What follows belongs to an exercise in optimizing a design on an open flow for small area, a short achievable clock period and few clock cycles per item; a production flow would make more cautious choices.
The RTL was checked by simulation tests, not by an equivalence proof against the original design.

==> flow/design.v (outline; a module is shown in full before it is edited, if it fits) <==
// module mult: 1204 lines
// module mult_fa: 4 lines
// module mult_ha: 4 lines
module mult(
	input clk, rst, start, in_is_signed,
	input [31:0] in_a, in_b,
	output mult_status,
	output [63:0] s);
  // ...
==> flow/flow/run.sh <==
#!/bin/bash
set -euo pipefail
export BUFFER_PORTS_ARGS="-buffer_cell sky130_fd_sc_hd__buf_2"
export PRE_RESIZE_TCL="$PWD/flow/fanout.tcl"
bash standard.sh > standard.log 2>&1
==> flow/flow/fanout.tcl <==
set_max_fanout 12 [current_design]
==> flow/standard.sh <==
#!/bin/bash
# synth_recipe.tcl (not shown) runs the flow's synth.tcl, then flattens the netlist and writes it again
# the make line also repeats each setting of config.mk as NAME=value (left out here)
make -C /OpenROAD-flow-scripts/flow DESIGN_CONFIG=/design/flow/config.mk WORK_HOME=/design/flow/orfs CLKGATE_MAP_FILE= SYNTH_SCRIPT=/design/flow/synth_recipe.tcl "${@:-finish}"
==> flow/config.mk <==
export PLATFORM = sky130hd
export DESIGN_NAME = mult
export DESIGN_NICKNAME = mult
export VERILOG_FILES = /design/flow/design.v
export SDC_FILE = /design/flow/constraint.sdc
export NUM_CORES = 4
export LEC_CHECK = 0
export ABC_AREA = 1
export CAP_MARGIN = 20
export CORE_MARGIN = 2
export CORE_UTILIZATION = 40
export CTS_BUF_LIST = sky130_fd_sc_hd__clkbuf_8
export SLEW_MARGIN = 40
export SYNTH_HIERARCHICAL = 1
==> flow/constraint.sdc <==
create_clock -name core_clock -period 50.0 [get_ports {clk}]
set_input_delay 10.0000 -clock core_clock [delete_from_list [all_inputs] [get_ports {clk}]]
set_output_delay 10.0000 -clock core_clock [all_outputs]
set_load 0.01 [all_outputs]
==> out/metrics.yaml, run 1 <==
sta:
  hold_violations: 0
  hold_slack_ns: 0.573
  slew_headroom_pct: 39.6
  finalSetupViolCount: 0
synthesis:
  synth_cells: 2099
  synth-edff-count: 105
  synthTopCellsByArea: "fa_1, edfxtp_1, xor2_1"
  ys.flop_type: "edfxtp_1"
  yosysTopAreaCell: "fa_1"
  synth_cell_type_count: 41
  syn_area_sq_mm: 0.0183
outcome:
  status: "no timing/DRC/antenna violations"
finish:
  dominant-cell-class: "multi-input gates"
  fillers: 4369
  buffers: 325
  fin_cells: 2857
  ff_latch_area_sq_mm: 0.00349
  buffer_area_share_pct: 11.8
  seq_cells: 122
  clockNetworkAreaShare_pct: 1.80
  largest_reg_flops: 48
  drive_gt1_share_pct: 11.4
  final_cell_mix: "nand2_1, xor2_1, o22ai_1"
  fin_area_sq_mm: 0.0212
grt:
  use_met2_pct: 43.7
  grt_pass1_vias: 17200
  grt_max_degree: 17
job:
  cap_violations: 0
route:
  m1WireLength_um: 25300
  vias_per_cell: 5.98
  wl_per_cell_um: 23.5
  wl_met2_um: 29300
  drt_wl_total_um: 67200
cts:
  cts_buffers: 17
  htreeDepth: 4
floorplan:
  ioPinCount: 133
  core_area_sq_mm: 0.0453
setup_path:
  cp.required_ns: 40.00
  critical_path.top_delay_family: "buffers and inverters"
  crit_slowest_cell: "clkdlybuf4s50_1"
min_path:
  holdPathEnd: "neg[4]"
Testbench counts, summed over its fixed seeds: cycles 4,019, items 3,200.
==> run 2: changes to the inputs <==
==> flow/flow/run.sh (replaced) <==
#!/bin/bash
set -euo pipefail
export BUFFER_PORTS_ARGS="-buffer_cell sky130_fd_sc_hd__buf_2"
bash standard.sh > standard.log 2>&1
--- a/flow/config.mk
+++ b/flow/config.mk
@@ -10,5 +10,7 @@
 export CORE_MARGIN = 2
 export CORE_UTILIZATION = 40
 export CTS_BUF_LIST = sky130_fd_sc_hd__clkbuf_8
+export CTS_CLUSTER_DIAMETER = 100
+export CTS_CLUSTER_SIZE = 30
 export SLEW_MARGIN = 40
 export SYNTH_HIERARCHICAL = 1
removed: flow/flow/fanout.tcl
==> run 2 against run 1 <==
Compared with the run above:
- register-to-register slack better by 2.5 ns
- area after synthesis unchanged
- still clean
- critical path depth decreased by 4
- worst hold slack improved by 0.00069 ns
==> out/metrics.yaml, run 2 <==
outcome:
  status: "no timing/DRC/antenna violations"  # unchanged
place:
  gp_congestion: 0.881  # unchanged
  dp_cells: 2661  # was 2823
  io_buffer_count: 132  # unchanged
  place_hpwl_um: 43000  # was 54600 um
  placed_area_sq_mm: 0.0192  # was 0.0208 sq mm
finish:
  nets: 2486  # was 2646
  num_antenna_cells: 0  # was 2
  fin_area_sq_mm: 0.0195  # was 0.0212 sq mm
  layout_commonest_cell: "nand2_1"  # unchanged
  largest_reg_flops: 48  # unchanged
  area_delta_synth_final_pct: 6.70  # was 15.5%
  top_register: "acc"  # unchanged
  final_cell_mix: "nand2_1, xor2_1, o22ai_1"  # unchanged
  drive_gt1_share_pct: 12.3  # was 11.4%
  fin_cells: 2695  # was 2857
  top_regs: "acc (48), n_b (33), wlo (16)"  # unchanged
grt:
  grt_pass1_vias: 16000  # was 17200
  grtUsageMet1_pct: 35.0  # was 36.4%
  use_met2_pct: 40.4  # was 43.7%
  grt.total_usage_pct: 25.6  # was 28.5%
  use_met3_pct: 4.69  # was 8.35%
  grt_pass1_wl_um: 93000  # was 102000 um
  top_usage_layer: "met2"  # unchanged
  antenna_found_initial: 0  # unchanged
  grt-ovfl-total: 0  # unchanged
  grt_max_degree: 88  # was 17
synthesis:
  ys_warn_count: 7  # unchanged
  syn_area_sq_mm: 0.0183  # unchanged
  syn_avg_cell_area_sq_um: 8.73  # unchanged
  synth_cells: 2099  # unchanged
  synth_cell_type_count: 41  # unchanged
  yosysTopAreaCell: "fa_1"  # unchanged
  syn-num-nets: 2503  # unchanged
  yosys.area.top_type_share_pct: 24.1  # unchanged
  synthTopCellsByCount: "nand2_1, xor2_1, o22ai_1"  # unchanged
  ys.flop_type: "edfxtp_1"  # unchanged
  synthTopCellsByArea: "fa_1, edfxtp_1, xor2_1"  # unchanged
  ys_ff_latch: 122  # unchanged
  synth-edff-count: 105  # unchanged
  yosysMostFrequentCell: "nand2_1"  # unchanged
  synthArstFlopShare_pct: 0  # unchanged
  yosysSeqAreaShare_pct: 19.1  # unchanged
setup_path:
  critical_path.top_delay_family: "adder cells"  # was buffers and inverters
  cp_max_fo: 19  # was 12
  crit_slowest_cell: "edfxtp_1"  # was clkdlybuf4s50_1
  worst_setup_path_end_kind: "output port"  # unchanged
  cp.arrival_ns: 6.23  # was 8.73 ns
  cp.required_ns: 40.00  # about the same
  cp_num_buf_inv: 2  # was 5
  crit_top_cell: "nand2_1"  # unchanged
  crit_chain: "buf_4 -> o22ai_1 -> xor2_1 -> fa_1 -> fa_1 -> fa_1 -> fa_1 -> ha_1 -> a21oi_1 -> o21ai_0 -> nand2_1 -> nand3_1 -> a21oi_1 -> nand2_1 -> nand2_1 -> nand2_1 -> nand2_1 -> nand2_1 -> nand2_1 -> nand2_1 -> ha_1 -> nor2_1 -> xnor2_1 -> buf_2"
  worstSetupPathType: "flop to output port"  # unchanged
  start_kind: "flop"  # unchanged
  crit_path_max_incr_delay_ns: 0.94  # was 1.16 ns
sta:
  rsz0062_at_grt: "no"  # unchanged
  worst_pin_slew_ns: 0.910  # was 0.903 ns
  hold_slack_ns: 0.574  # was 0.573 ns
  finalCriticalPeriod_ns: 16.23  # was 18.73 ns
  hold_violations: 0  # unchanged
  finalSetupViolCount: 0  # unchanged
  fin_crit_sh_pct: 32.5  # was 37.5%
  timing.fmax_ghz: 0.0616  # was 0.0534 GHz
  maxSlewViolCount: 0  # unchanged
  slew_headroom_pct: 39.3  # was 39.6%
  fin_tns_setup_ns: 0  # unchanged
  clock_skew_ns: 0.0218  # was 0.0116 ns
floorplan:
  start_util_pct: 40.5  # unchanged
  std_cell_rows: 78  # unchanged
  core_area_sq_mm: 0.0453  # unchanged
  die_area_sq_mm: 0.0475  # unchanged
  die_width_um: 218  # unchanged
  ioPinCount: 133  # unchanged
  die_y_um: 218  # unchanged
min_path:
  hold_path_class: "flop to flop"  # unchanged
cts:
  cts_setup_buffers: 0  # unchanged
  clkTransAtPathRegs_ns: 0.08  # about the same
  cts_buffer_depth: 2  # unchanged
  cts_resized: 0  # unchanged
  cts_tree: "yes"  # unchanged
  cts_hold_buf: 0  # unchanged
  insertion_delay_ns: 0.46  # was 0.45 ns
  htreeDepth: 4  # unchanged
  cts_sinks: 122  # unchanged
  clock-root-buffer: "clkbuf_8"  # unchanged
  cts_buffers: 17  # unchanged
route:
  drt_wl_total_um: 60200  # was 67200 um
  route.detailed.drc: 0  # unchanged
  drt-pass1-iter-count: 7  # was 6
  vias: 15900  # was 17100
  vias_per_cell: 5.91  # was 5.98
  drtAntennaViolNets: 0  # unchanged
  wl_per_cell_um: 22.3  # was 23.5 um
  drt_iter0_drc: 1918  # was 2296
job:
  cap_violations: 0  # unchanged
run 2: cell counts after synthesis:
Identical to the previous run, type by type.
run 2: cell families (layout without fill, tap and decap cells):
family	Yosys count	in the layout	synth area share (%)
AOI/OAI and AO/OA	374	374	12.5
and+or+nand+nor	638	638	15.2
buffers and inverters	334	330	7.21
adders and majority gates	336	336	32.0
DFF	122	122	19.1
xor gates and xnor gates	295	295	14.1
run 2: cell type report:
class                           instances  area (sq um)
Fill cell                            4519         25700
Multi-Input combinational cell       1643         13500
Sequential cell                       122          3490
Timing Repair Buffer                  165           942
Tap cell                              600           751
Inverter                              133           502
Clock buffer                           18           248
Clock inverter                         14          87.6
run 2: per-layer routing:
layer	wire length, um	share of wire (%)
met5	0	0
met4	2000	3.3
met3	5980	9.9
met2	27500	46
met1	24800	41
run 2: per-module statistics from Yosys (local to each module, per instance):
module	area (sq um)	times used
mult	12900	1
mult_fa	20.0	221
mult_ha	12.5	80
run 2: final timing paths:
check / depth (start not counted) / start / slack, ns / end
worst max-delay path: 24 / two_b[7] / 33.77 / s[63]
worst min register to register: 2 / wlo[3] / 0.57 / neg[1]
worst max register to register: 25 / one_b[0] / 43.94 / acc[31]
worst min-delay path: 2 / wlo[3] / 0.57 / neg[1]
run 2: per-stage QoR:
step	util [%]	setup WS, ns
after floorplan	-	35.02
after global placement	42.3	33.93
after detailed placement	42.4	34.33
after CTS	43.1	33.81
after global routing	43.2	33.46
final	43.2	33.77
run 2: worst min-delay path, cell delays in order (launching register included):
cell and delay (ns):
dfxtp_1 0.31, nand2_1 0.06, nand2_2 0.10
==> run 3: changes to the inputs <==
==> flow/flow/run.sh (replaced) <==
#!/bin/bash
set -euo pipefail
export BUFFER_PORTS_ARGS="-buffer_cell sky130_fd_sc_hd__buf_1"
export PRE_RESIZE_TCL="$PWD/flow/outbuf.tcl"
bash standard.sh > standard.log 2>&1
==> flow/flow/outbuf.tcl (new file) <==
# Make the buffer that drives each output port a buf_2.
set n 0
foreach port [get_ports -filter "direction == output"] {
  foreach pin [get_pins -of_objects [get_nets -of_objects $port] -filter "direction == output"] {
    set inst [get_cells -of_objects $pin]
    if { [get_property [get_lib_cells -of_objects $inst] name] == "sky130_fd_sc_hd__buf_1" } {
      replace_cell $inst sky130_fd_sc_hd__buf_2
      incr n
    }
  }
}
puts "outbuf.tcl: $n output buffers made buf_2"
--- a/flow/config.mk
+++ b/flow/config.mk
@@ -10,7 +10,5 @@
 export CORE_MARGIN = 2
 export CORE_UTILIZATION = 40
 export CTS_BUF_LIST = sky130_fd_sc_hd__clkbuf_8
-export CTS_CLUSTER_DIAMETER = 100
-export CTS_CLUSTER_SIZE = 30
 export SLEW_MARGIN = 40
 export SYNTH_HIERARCHICAL = 1
==> run 3 against run 2 <==
Compared with the run above:
- the run now fails in placement repair
- synthesized cell count did not move
- area after synthesis stayed put
==> out/metrics.yaml, run 3 <==
synthesis:
  synth-edff-count: 105  # unchanged
  yosysSeqAreaShare_pct: 19.1  # unchanged
  ys_ff_latch: 122  # unchanged
  syn_area_sq_mm: 0.0183  # unchanged
  ys_warn_count: 7  # unchanged
  synthArstFlopShare_pct: 0  # unchanged
  yosysMostFrequentCell: "nand2_1"  # unchanged
  synthTopCellsByArea: "fa_1, edfxtp_1, xor2_1"  # unchanged
  synthTopCellsByCount: "nand2_1, xor2_1, o22ai_1"  # unchanged
  synth_cells: 2099  # unchanged
  yosysTopAreaCell: "fa_1"  # unchanged
  syn-num-nets: 2503  # unchanged
  yosys.area.top_type_share_pct: 24.1  # unchanged
  syn_avg_cell_area_sq_um: 8.73  # unchanged
  ys.flop_type: "edfxtp_1"  # unchanged
  synth_cell_type_count: 41  # unchanged
floorplan:
  start_util_pct: 40.5  # unchanged
  die_width_um: 218  # unchanged
  ioPinCount: 133  # unchanged
  die_y_um: 218  # unchanged
  std_cell_rows: 78  # unchanged
outcome:
  failed_stage: "placement repair"
  firstError: "[ERROR STA-0100] unsupported object type Port."
  status: "stopped before the end"  # was no timing/DRC/antenna violations
place:
  io_buffer_count: 132  # unchanged
  gp_congestion: 0.887  # was 0.881
==> run 3: cell counts after synthesis <==
Identical to the previous run, type by type.
==> run 3: modules after synthesis (local to each module, per instance) <==
module	times used	flops+latches	cells inside	cell area [sq um]
mult	1	122	1798	12900
mult_fa	221	0	1	20.0
mult_ha	80	0	1	12.5
==> run 3: how the worst max path moves through the flow <==
stage	to	depth (start not counted)	slack, ns
after floorplan	s[63]	27	35.02
after global placement	s[63]	27	33.89
==> run 3: cell families after synthesis <==
logic type	Yosys count	synth area share [%]
and+or+nand+nor	638	15.2
AOI/OAI and AO/OA	374	12.5
adders and majority gates	336	32.0
buffers and inverters	334	7.21
xor gates and xnor gates	295	14.1
DFF	122	19.1
==> run 3: metrics by stage <==
step                    hold slack (ns)  std cells  area [sq um]
after global placement            0.559       2656         19000
after floorplan                   0.532       2099         18300
==> run 4: changes to the inputs <==
==> flow/flow/outbuf.tcl (replaced) <==
# Make the buffer that drives each output port a buf_2.
set n 0
foreach bterm [[ord::get_db_block] getBTerms] {
  if { [$bterm getIoType] != "OUTPUT" } { continue }
  foreach iterm [[$bterm getNet] getITerms] {
    if { ![$iterm isOutputSignal] } { continue }
    set inst [$iterm getInst]
    if { [[$inst getMaster] getName] == "sky130_fd_sc_hd__buf_1" } {
      replace_cell [get_cells [$inst getName]] sky130_fd_sc_hd__buf_2
      incr n
    }
  }
}
puts "outbuf.tcl: $n output buffers made buf_2"
==> run 4 against run 3 <==
Compared with the run above:
- the run now finishes clean
- synthesized cell count is the same
- area after synthesis stayed put
==> out/metrics.yaml, run 4 <==
synthesis:
  ys_ff_latch: 122  # unchanged
  yosysTopAreaCell: "fa_1"  # unchanged
  yosysMostFrequentCell: "nand2_1"  # unchanged
  synth_cell_type_count: 41  # unchanged
  synthTopCellsByArea: "fa_1, edfxtp_1, xor2_1"  # unchanged
  syn_avg_cell_area_sq_um: 8.73  # unchanged
  yosysSeqAreaShare_pct: 19.1  # unchanged
  synth-edff-count: 105  # unchanged
  synthArstFlopShare_pct: 0  # unchanged
  ys_warn_count: 7  # unchanged
  syn-num-nets: 2503  # unchanged
  synth_cells: 2099  # unchanged
  synthTopCellsByCount: "nand2_1, xor2_1, o22ai_1"  # unchanged
  ys.flop_type: "edfxtp_1"  # unchanged
  syn_area_sq_mm: 0.0183  # unchanged
  yosys.area.top_type_share_pct: 24.1  # unchanged
place:
  dp_slack_ns: 34.10
  place_hpwl_um: 43200
  dp_cells: 2660
  gp_congestion: 0.887  # unchanged
  io_buffer_count: 132  # unchanged
floorplan:
  die_width_um: 218  # unchanged
  std_cell_rows: 78  # unchanged
  start_util_pct: 40.5  # unchanged
  ioPinCount: 133  # unchanged
  die_area_sq_mm: 0.0475
  die_y_um: 218  # unchanged
  core_area_sq_mm: 0.0453
sta:
  worst_pin_slew_ns: 0.868
  maxSlewViolCount: 0
  finalSetupViolCount: 0
  finalCriticalPeriod_ns: 16.33
  hold_slack_ns: 0.589
  fin_crit_sh_pct: 32.7
  timing.fmax_ghz: 0.0613
  slew_headroom_pct: 42.1
  hold_violations: 0
  fin_tns_setup_ns: 0
  fin_ws_ns: 33.67
  rsz0062_at_grt: "no"
  clock_skew_ns: 0.0184
cts:
  clkTransAtPathRegs_ns: 0.08
  cts_setup_buffers: 0
  cts_sinks: 122
  cts_hold_buf: 0
  htreeDepth: 4
  cts_tree: "yes"
  cts_resized: 0
  insertion_delay_ns: 0.45
  cts_buffers: 17
  cts_buffer_depth: 2
  clock-root-buffer: "clkbuf_8"
route:
  drt_iter0_drc: 1885
  drtAntennaViolNets: 0
  drt_wl_total_um: 60200
  wl_per_cell_um: 22.3
  vias_per_cell: 5.90
  vias: 15900
  route.detailed.drc: 0
  drt-pass1-iter-count: 6
setup_path:
  cp.required_ns: 40.00
  start_kind: "flop"
  cp_max_fo: 19
  worstReg2RegEnd: "acc[31]"
  crit_slowest_cell: "edfxtp_1"
  cp-startpoint: "two_b[7]"
  crit_path_max_incr_delay_ns: 0.92
  worst_setup_path_end_kind: "output port"
  crit_top_cell: "nand2_1"
  r2r_slack_ns: 43.95
  reg2reg_from: "n_b[12]"
  critPathCapture: "s[63]"
  cp.arrival_ns: 6.33
  worstSetupPathType: "flop to output port"
  reg2reg_depth: 24
grt:
  grt-ovfl-total: 0
  antenna_found_initial: 0
  grt_pass1_wl_um: 92700
  grt.total_usage_pct: 25.6
  grt_max_degree: 88
  grt_pass1_vias: 16000
finish:
  area_delta_synth_final_pct: 6.43
  top_regs: "acc (48), n_b (33), wlo (16)"
  drive_gt1_share_pct: 9.16
  ff_latch_area_sq_mm: 0.00349
  multi_input_area_sq_mm: 0.0135
  top_register: "acc"
  fillers: 4573
  fin_cells: 2695
  nets: 2486
  layout_commonest_cell: "nand2_1"
  final_cell_mix: "nand2_1, xor2_1, o22ai_1"
  largest_reg_flops: 48
  num_antenna_cells: 0
min_path:
  hold_path_class: "flop to flop"
outcome:
  status: "no timing/DRC/antenna violations"  # was stopped before the end
job:
  cap_violations: 0
-- run 4: cell counts after synthesis --
No cell type changed its count.
-- run 4: modules after synthesis (local to each module, per instance) --
| module | area, sq um | flops+latches |
|---|---|---|
| mult | 12900 | 122 |
| mult_ha | 12.5 | 0 |
| mult_fa | 20.0 | 0 |
-- run 4: cell type report --
cell class	count	share of cell area, %
Clock buffer	19	1.34
Clock inverter	13	0.539
Inverter	133	2.57
Multi-Input combinational cell	1643	69.4
Sequential cell	122	17.9
Tap cell	600	3.85
Timing Repair Buffer	165	4.42
-- run 4: worst min path at each step --
stage | startpoint | end | slack [ns] | cells past startpoint
finish | wlo[7] | neg[3] | 0.59 | 2
global route | wlo[9] | neg[4] | 0.61 | 2
CTS | wlo[9] | neg[4] | 0.59 | 2
detailed placement | wlo[7] | neg[3] | 0.57 | 2
global placement | wlo[3] | neg[1] | 0.56 | 2
floorplan | wlo[15] | neg[7] | 0.53 | 2
-- run 4: critical path, delay by kind of cell, from the launching register on --
family	cells	cell delay, ns
XOR/XNOR	2	0.33
buffers and inverters	2	0.55
AO/OA/AOI/OAI	3	0.50
flip-flops	1	0.92
AND/OR/NAND/NOR	12	1.10
adder cells (fa/ha/maj)	6	2.44
-- run 4: cells by family after synthesis --
kind of cell / Yosys count / share of synthesized area [%]
compound gates: 374 / 12.5
xor+xnor: 295 / 14.1
fa+ha+maj: 336 / 32.0
buf+inv: 334 / 7.21
flops: 122 / 19.1
simple gates: 638 / 15.2
-- run 4: metrics by stage --
stage          util (%)  instance area [sq um]
2_1_floorplan         -                  18300
3_3_place_gp       41.9                  19000
3_5_place_dp       42.2                  19100
4_1_cts            43.0                  19500
5_1_grt            43.1                  19500
6_report           43.1                  19500
-- run 4: layer usage --
metal / vias to the layer above / share of wire, % / GRT usage [%] / routed length (um)
li1: 7025 / - / - / -
met1: 7786 / 41 / 34.6 / 24800
met2: 938 / 45 / 40.0 / 27200
met3: 149 / 9.9 / 5.43 / 5940
met4: 0 / 3.7 / 9.84 / 2250
met5: - / 0 / 0 / 0

-- port drivers added, routing unchanged --
In the flow no input, the clock included, has a driving cell. The finished layouts below were timed again as built, in two steps.
Step 1 (the two cells are an assumption about what drives the block):
set clk [get_ports {clk}]
set_driving_cell -lib_cell sky130_fd_sc_hd__clkbuf_16 $clk
set_driving_cell -lib_cell sky130_fd_sc_hd__buf_2 [delete_from_list [all_inputs] $clk]
Step 2 times the ports against the registers' clock, not the clock port: input delays grow and output delays shrink by t, the midpoint of the rising clock arrivals with the driver on.
Slacks: ideal / step 1 / step 2; pairs: ideal / step 1.
run | t (ns) | setup WS [ns] | cell pins on the clock port's net
run 1 | 0.488 | 31.267 / 31.221 / 31.709 | 1
run 2 | 0.490 | 33.773 / 33.727 / 34.217 | 1
run 4 | 0.488 | 33.674 / 33.630 / 34.118 | 1
After both steps setup and hold are still met in every run listed.
